What follows belongs to an exercise in optimizing a design on an open flow for small area; a production flow would make more cautious choices.
Only simulation tests tie the RTL to the original design; equivalence was not proved.
Power figures rest on the tool's default switching activity, not on a simulated workload.

==> flow/design.v (excerpt) <==
module systolic_cube_with_mc #(
    parameter ARRAY_NUM = 3,
    parameter BLOCK_NUM = 3,
    parameter CUBE_NUM  = 3,  
    parameter RAM_DEPTH = 2048
) (
    input  wire                         iClk,
    input  wire                         iRst,
    input  wire                         iStart,
    output wire                         oReady,
    output wire [$clog2(RAM_DEPTH)-1:0] oAddrForDataWeightRam,
    input  wire [31:0]                  iDataFromDataRam,
    input  wire [31:0]                  iWeightFromWeightRam,
    output wire                         oWrEnForResultRam,
    output wire [$clog2(RAM_DEPTH)-1:0] oAddrForResultRam,
    output wire [31:0]                  oDataToResultRam
);
Size in the first run: roughly 5900 cells after synthesis, ~950 flip-flops, roughly 62000 um^2 of cells after synthesis.
Settings: LEC_CHECK=0, ABC_AREA=1, CAP_MARGIN=20, CORE_MARGIN=2, CORE_UTILIZATION=45, CTS_CLUSTER_DIAMETER=100, CTS_CLUSTER_SIZE=22, GPL_TIMING_DRIVEN=0, SLEW_MARGIN=20; clock period 10.0 ns.
standard.sh (not shown) runs the stock make flow with config.mk's settings and CLKGATE_MAP_FILE= SYNTH_SCRIPT=/design/flow/synth_recipe.tcl, a recipe that flattens the netlist after the stock synthesis.
==> flow/flow/run.sh <==
#!/bin/bash
# The standard layout (standard.sh), with two changes to synthesis, neither
# of which touches the registers:
#  - Yosys's synth skips its quick ABC pass (synth -noabc), so the full
#    adders that extract_fa finds are the ones the RTL writes, without the
#    inverters the quick mapping leaves around them;
#  - the final technology mapping runs ABC with flow/abc_area.script (two
#    rounds of choice-based area mapping with don't-care resubstitution, and
#    no buffering or sizing, which placement repairs later).
set -euo pipefail
W=$(pwd)
sed 's/yosys synth -nofsm -noshare /yosys synth -nofsm -noshare -noabc /' "$W/synth_recipe.tcl" > "$W/synth_noabc.tcl"
grep -q -- '-noabc' "$W/synth_noabc.tcl"
cat > "$W/synth_abc.tcl" <<EOT
proc abc {args} {
  set i [lsearch -exact \$args -script]
  if { \$i >= 0 } { set args [lreplace \$args [expr {\$i + 1}] [expr {\$i + 1}] {$W/flow/abc_area.script}] }
  yosys abc {*}\$args
}
source {$W/synth_noabc.tcl}
EOT
bash "$W/standard.sh" "SYNTH_SCRIPT=$W/synth_abc.tcl" finish > "$W/standard.log" 2>&1
==> flow/flow/abc_area.script <==
strash
&get -n
&st
&dch -f
&nf -a -R 1000
&put
mfs2
strash
&get -n
&st
&dch -f
&nf -a -R 1000
&put
topo
Edit:
--- a/flow/flow/run.sh
+++ b/flow/flow/run.sh
@@ -8 +8 @@
-#    rounds of choice-based area mapping with don't-care resubstitution, and
+#    rounds of choice-based area mapping (amap) with resubstitution, and
==> flow/flow/abc_area.script (replaced) <==
strash
dch -f
amap
mfs2
strash
dch -f
amap
topo
--- a/flow/config.mk
+++ b/flow/config.mk
@@ -14 +13,0 @@
-export GPL_TIMING_DRIVEN = 0
- The new run finished with timing, DRC and antenna clean
- core utilization falls by 0.42 points
- cell area falls by 2.3%
- synthesized cell count falls by 3.7%
Edit:
--- a/flow/flow/run.sh
+++ b/flow/flow/run.sh
@@ -8 +8 @@
-#    rounds of choice-based area mapping (amap) with resubstitution, and
+#    rounds of choice-based area mapping with don't-care resubstitution, and
==> flow/flow/abc_area.script (replaced) <==
strash
&get -n
&st
&dch -f
&nf -a -R 1000
&put
mfs2
strash
&get -n
&st
&dch -f
&nf -a -R 1000
&put
topo
--- a/flow/config.mk
+++ b/flow/config.mk
@@ -12,2 +12,2 @@
-export CTS_CLUSTER_DIAMETER = 100
-export CTS_CLUSTER_SIZE = 22
+export CTS_CLUSTER_DIAMETER = 110
+export CTS_CLUSTER_SIZE = 26
=> Count of clock-buffer cells in the layout shrinks by 6. Cell area went up by 1.8%. Synthesized area grows by 1.5%. Clock power fell by about 4%. Via count climbs by 2.8%. Setup slack gains 0.25 ns. Total power went down by 1.8%.
Edit:
--- a/flow/config.mk
+++ b/flow/config.mk
@@ -12,2 +12,2 @@
-export CTS_CLUSTER_DIAMETER = 110
-export CTS_CLUSTER_SIZE = 26
+export CTS_CLUSTER_DIAMETER = 100
+export CTS_CLUSTER_SIZE = 22
The new run completed with no timing, DRC or antenna violations.
Sequential share of layout area is about the same.
Core utilization is about the same.
Die area does not change.
Power rises by 1.5%.
Setup slack got worse by 0.027 ns.
Clock-buffer cell count rises by 9.
Clock skew rises by 0.017 ns.
Via count hardly moves.
First-iteration DRC count rises by 1.6%.
Edit:
==> flow/run.sh (new file) <==
#!/bin/bash
# synth_recipe.tcl (not shown) runs the flow's synth.tcl, then flattens the netlist and writes it again
# the make line also repeats each setting of config.mk as NAME=value (left out here)
make -C /OpenROAD-flow-scripts/flow DESIGN_CONFIG=/design/flow/config.mk WORK_HOME=/design/flow/orfs CLKGATE_MAP_FILE= SYNTH_SCRIPT=/design/flow/synth_recipe.tcl finish
removed: flow/flow/run.sh
removed: flow/flow/abc_area.script
removed: flow/standard.sh
The changed run completed with no timing, DRC or antenna violations.
Final cell count is higher by about 26%.
Global-route usage is higher by 2.9 points.
Worst setup slack gets worse by 0.081 ns.
Cell area grows by about 6%.
Non-clock buffer count is lower by 65.
Core utilization came out lower by 1.7 points.
Clock-buffer cell count is lower by 3.
Hold slack loses 0.035 ns.
Clock power is higher by about 8%.
Power increases by 2.6%.


P:
Another version of the RTL of systolic_cube_with_mc (not shown whole).
Size in the first run: roughly 950 flip-flops, about 120 I/O pins.
Settings: LEC_CHECK=0, ABC_AREA=1, CAP_MARGIN=20, CORE_MARGIN=2, CORE_UTILIZATION=45, CTS_CLUSTER_DIAMETER=100, CTS_CLUSTER_SIZE=22, PLACE_DENSITY=0.75, SLEW_MARGIN=20; clock period 10.0 ns.
==> flow/flow/run.sh <==
#!/bin/bash
# The standard layout (standard.sh), with two changes to synthesis, neither
# of which touches the registers:
#  - Yosys's synth skips its quick ABC pass (synth -noabc), so the full
#    adders that extract_fa finds are the ones the RTL writes, without the
#    inverters the quick mapping leaves around them;
#  - the final technology mapping runs ABC with flow/abc_area.script (two
#    rounds of choice-based area mapping with don't-care resubstitution, and
#    no buffering or sizing, which placement repairs later).
set -euo pipefail
W=$(pwd)
sed 's/yosys synth -nofsm -noshare /yosys synth -nofsm -noshare -noabc /' "$W/synth_recipe.tcl" > "$W/synth_noabc.tcl"
grep -q -- '-noabc' "$W/synth_noabc.tcl"
cat > "$W/synth_abc.tcl" <<EOT
proc abc {args} {
  set i [lsearch -exact \$args -script]
  if { \$i >= 0 } { set args [lreplace \$args [expr {\$i + 1}] [expr {\$i + 1}] {$W/flow/abc_area.script}] }
  yosys abc {*}\$args
}
source {$W/synth_noabc.tcl}
EOT
bash "$W/standard.sh" "SYNTH_SCRIPT=$W/synth_abc.tcl" finish > "$W/standard.log" 2>&1
==> flow/flow/abc_area.script <==
strash
&get -n
&st
&dch -f
&nf -a -R 1000
&put
mfs2
strash
&get -n
&st
&dch -f
&nf -a -R 1000
&put
topo
Edits applied to the flow inputs when going from P to Q:
# P
export LEC_CHECK = 0
export ABC_AREA = 1
export CAP_MARGIN = 20
export CORE_MARGIN = 2
export CORE_UTILIZATION = 45
export CTS_CLUSTER_DIAMETER = 100
export CTS_CLUSTER_SIZE = 22
export PLACE_DENSITY = 0.75
export SLEW_MARGIN = 20
create_clock -name core_clock -period 10.0 [get_ports {iClk}]
# Q
export LEC_CHECK = 0
export ABC_AREA = 1
export CAP_MARGIN = 20
export CORE_MARGIN = 2
export CORE_UTILIZATION = 45
export CTS_CLUSTER_DIAMETER = 100
export CTS_CLUSTER_SIZE = 22
export SLEW_MARGIN = 20
create_clock -name core_clock -period 10.0 [get_ports {iClk}]
==> flow/run.sh (new file) <==
#!/bin/bash
# synth_recipe.tcl (not shown) runs the flow's synth.tcl, then flattens the netlist and writes it again
# the make line also repeats each setting of config.mk as NAME=value (left out here)
make -C /OpenROAD-flow-scripts/flow DESIGN_CONFIG=/design/flow/config.mk WORK_HOME=/design/flow/orfs CLKGATE_MAP_FILE= SYNTH_SCRIPT=/design/flow/synth_recipe.tcl finish
removed: flow/flow/run.sh
removed: flow/flow/abc_area.script
removed: flow/standard.sh
## What came out
Diff P -> Q: worst slew slack as a fraction of its limit now larger, area after synthesis shows an increase of 7000 µm², combinational power share dropped 5.4 points. Q gives more clock power share than P did. Remaining global-route overflow: Q vs P, no meaningful difference.


Starting RTL as in the previous note.
Design systolic_cube_with_mc, start of the top module:
module systolic_cube_with_mc #(
    parameter ARRAY_NUM = 3,
    parameter BLOCK_NUM = 3,
    parameter CUBE_NUM  = 3,  
    parameter RAM_DEPTH = 2048
) (
    input  wire                         iClk,
    input  wire                         iRst,
    input  wire                         iStart,
    output wire                         oReady,
    output wire [$clog2(RAM_DEPTH)-1:0] oAddrForDataWeightRam,
    input  wire [31:0]                  iDataFromDataRam,
    input  wire [31:0]                  iWeightFromWeightRam,
    output wire                         oWrEnForResultRam,
    output wire [$clog2(RAM_DEPTH)-1:0] oAddrForResultRam,
    output wire [31:0]                  oDataToResultRam
);
wire         valid;
wire [8:0]   pattern;
wire [1:0]   pass_left;
wire         hold0;
wire [4:0]   cap;
wire [3:0]   post;
wire [215:0] result;
micro_controller micro_controller_i (
    .iClk(iClk),
    .iRst(iRst),
    .iStart(iStart),
    .oReady(oReady),
  ...
clock: 10.0 ns
lec_check: 0
abc_area: 1
cap_margin: 5
core_margin: 2
core_utilization: 45
cts_cluster_diameter: 100
cts_cluster_size: 22
slew_margin: 5
==> flow/flow/run.sh <==
#!/bin/bash
# The standard layout (standard.sh), with two changes to synthesis, neither
# of which touches the registers:
#  - Yosys's synth skips its quick ABC pass (synth -noabc), so the full
#    adders that extract_fa finds are the ones the RTL writes, without the
#    inverters the quick mapping leaves around them;
#  - the final technology mapping runs ABC with flow/abc_area.script (two
#    rounds of choice-based area mapping with don't-care resubstitution, and
#    no buffering or sizing, which placement repairs later).
set -euo pipefail
W=$(pwd)
sed 's/yosys synth -nofsm -noshare /yosys synth -nofsm -noshare -noabc /' "$W/synth_recipe.tcl" > "$W/synth_noabc.tcl"
grep -q -- '-noabc' "$W/synth_noabc.tcl"
cat > "$W/synth_abc.tcl" <<EOT
proc abc {args} {
  set i [lsearch -exact \$args -script]
  if { \$i >= 0 } { set args [lreplace \$args [expr {\$i + 1}] [expr {\$i + 1}] {$W/flow/abc_area.script}] }
  yosys abc {*}\$args
}
source {$W/synth_noabc.tcl}
EOT
bash "$W/standard.sh" "SYNTH_SCRIPT=$W/synth_abc.tcl" finish > "$W/standard.log" 2>&1
==> flow/flow/abc_area.script <==
strash
&get -n
&st
&dch -f
&nf -a -R 1000
&put
mfs2
strash
&get -n
&st
&dch -f
&nf -a -R 1000
&put
topo
Rerun with:
- CAP_MARGIN: 5 -> 20
- SLEW_MARGIN: 5 -> 20
Die area does not change.
Count of clock-buffer cells in the layout is unchanged.
First-iteration DRC count stays flat.


Another version of the RTL of systolic_cube_with_mc (not shown whole).
Size: about 5700 cells after synthesis, ~930 flip-flops, roughly 120 I/O pins.
clock: 10.0 ns
lec_check: 0
abc_area: 1
cap_margin: 20
core_margin: 2
core_utilization: 45
cts_cluster_diameter: 100
cts_cluster_size: 24
slew_margin: 20
==> flow/flow/run.sh <==
#!/bin/bash
# The standard layout (standard.sh), with two changes to synthesis, neither
# of which touches the registers:
#  - Yosys's synth skips its quick ABC pass (synth -noabc), so the full
#    adders that extract_fa finds are the ones the RTL writes, without the
#    inverters the quick mapping leaves around them;
#  - the final technology mapping runs ABC with flow/abc_area.script (two
#    rounds of choice-based area mapping (amap) with resubstitution, and
#    no buffering or sizing, which placement repairs later).
set -euo pipefail
W=$(pwd)
sed 's/yosys synth -nofsm -noshare /yosys synth -nofsm -noshare -noabc /' "$W/synth_recipe.tcl" > "$W/synth_noabc.tcl"
grep -q -- '-noabc' "$W/synth_noabc.tcl"
cat > "$W/synth_abc.tcl" <<EOT
proc abc {args} {
  set i [lsearch -exact \$args -script]
  if { \$i >= 0 } { set args [lreplace \$args [expr {\$i + 1}] [expr {\$i + 1}] {$W/flow/abc_area.script}] }
  yosys abc {*}\$args
}
source {$W/synth_noabc.tcl}
EOT
bash "$W/standard.sh" "SYNTH_SCRIPT=$W/synth_abc.tcl" finish > "$W/standard.log" 2>&1
==> flow/flow/abc_area.script <==
strash
dch -f
amap
mfs2
strash
dch -f
amap
topo
Change:
--- a/flow/flow/run.sh
+++ b/flow/flow/run.sh
@@ -8 +8 @@
-#    rounds of choice-based area mapping (amap) with resubstitution, and
+#    rounds of choice-based area mapping with don't-care resubstitution, and
==> flow/flow/abc_area.script (replaced) <==
strash
&get -n
&st
&dch -f
&nf -a -R 1000
&put
mfs2
strash
&get -n
&st
&dch -f
&nf -a -R 1000
&put
topo
CTS_CLUSTER_SIZE = 22   (was 24)
Effect:
- The changed run passed the timing, design-rule and antenna checks
- routed wire length decreases slightly
- die area increases slightly
- power decreases by roughly a tenth
- hold slack gets better by 0.0057 ns
- via count increases slightly
- non-clock buffer count increases by 30
- first-iteration DRC count decreases by a quarter to a third
- final area increases by a few percent

re-timing with driven ports:
No port has a modelled driver above. Below, the same layouts with a new extraction and two added sets of constraints. Step 1 (the two cells are an assumption about what drives the block):
set clk [get_ports {iClk}]
set_driving_cell -lib_cell sky130_fd_sc_hd__clkbuf_16 $clk
set_driving_cell -lib_cell sky130_fd_sc_hd__buf_2 [delete_from_list [all_inputs] $clk]
Step 2 moves the port delays by t, midway between the first and last clock arrival at a register: inputs arrive t later, outputs are due t later. That takes back most of the time a late clock gives input paths. Three values: no drivers, after step 1, after step 2; two values: the first two.
run	t (ns)	setup WS [ns]	worst hold slack (ns)
the first run of note 1	0.788	2.156 / 2.156 / 2.156	0.402 / 0.402 / 0.402
the second run of note 1	0.797	2.018 / 2.018 / 2.018	0.375 / 0.375 / 0.375
the third run of note 1	0.786	2.272 / 2.272 / 2.272	0.394 / 0.394 / 0.394
the fourth run of note 1	0.792	2.245 / 2.245 / 2.245	0.391 / 0.391 / 0.391
the fifth run of note 1	0.830	2.165 / 2.165 / 2.165	0.356 / 0.356 / 0.356
P	0.795	1.394 / 1.394 / 1.394	0.390 / 0.390 / 0.390
Q	0.805	1.758 / 1.758 / 1.758	0.348 / 0.348 / 0.348
the first run of note 3	0.803	1.532 / 1.532 / 1.532	0.383 / 0.383 / 0.383
the second run of note 3	0.800	1.476 / 1.476 / 1.476	0.386 / 0.386 / 0.386
the first run of note 4	0.785	0.413 / 0.413 / 0.413	0.363 / 0.363 / 0.363
the second run of note 4	0.799	1.012 / 1.012 / 1.012	0.369 / 0.369 / 0.369
After both steps every run listed still meets setup and hold.
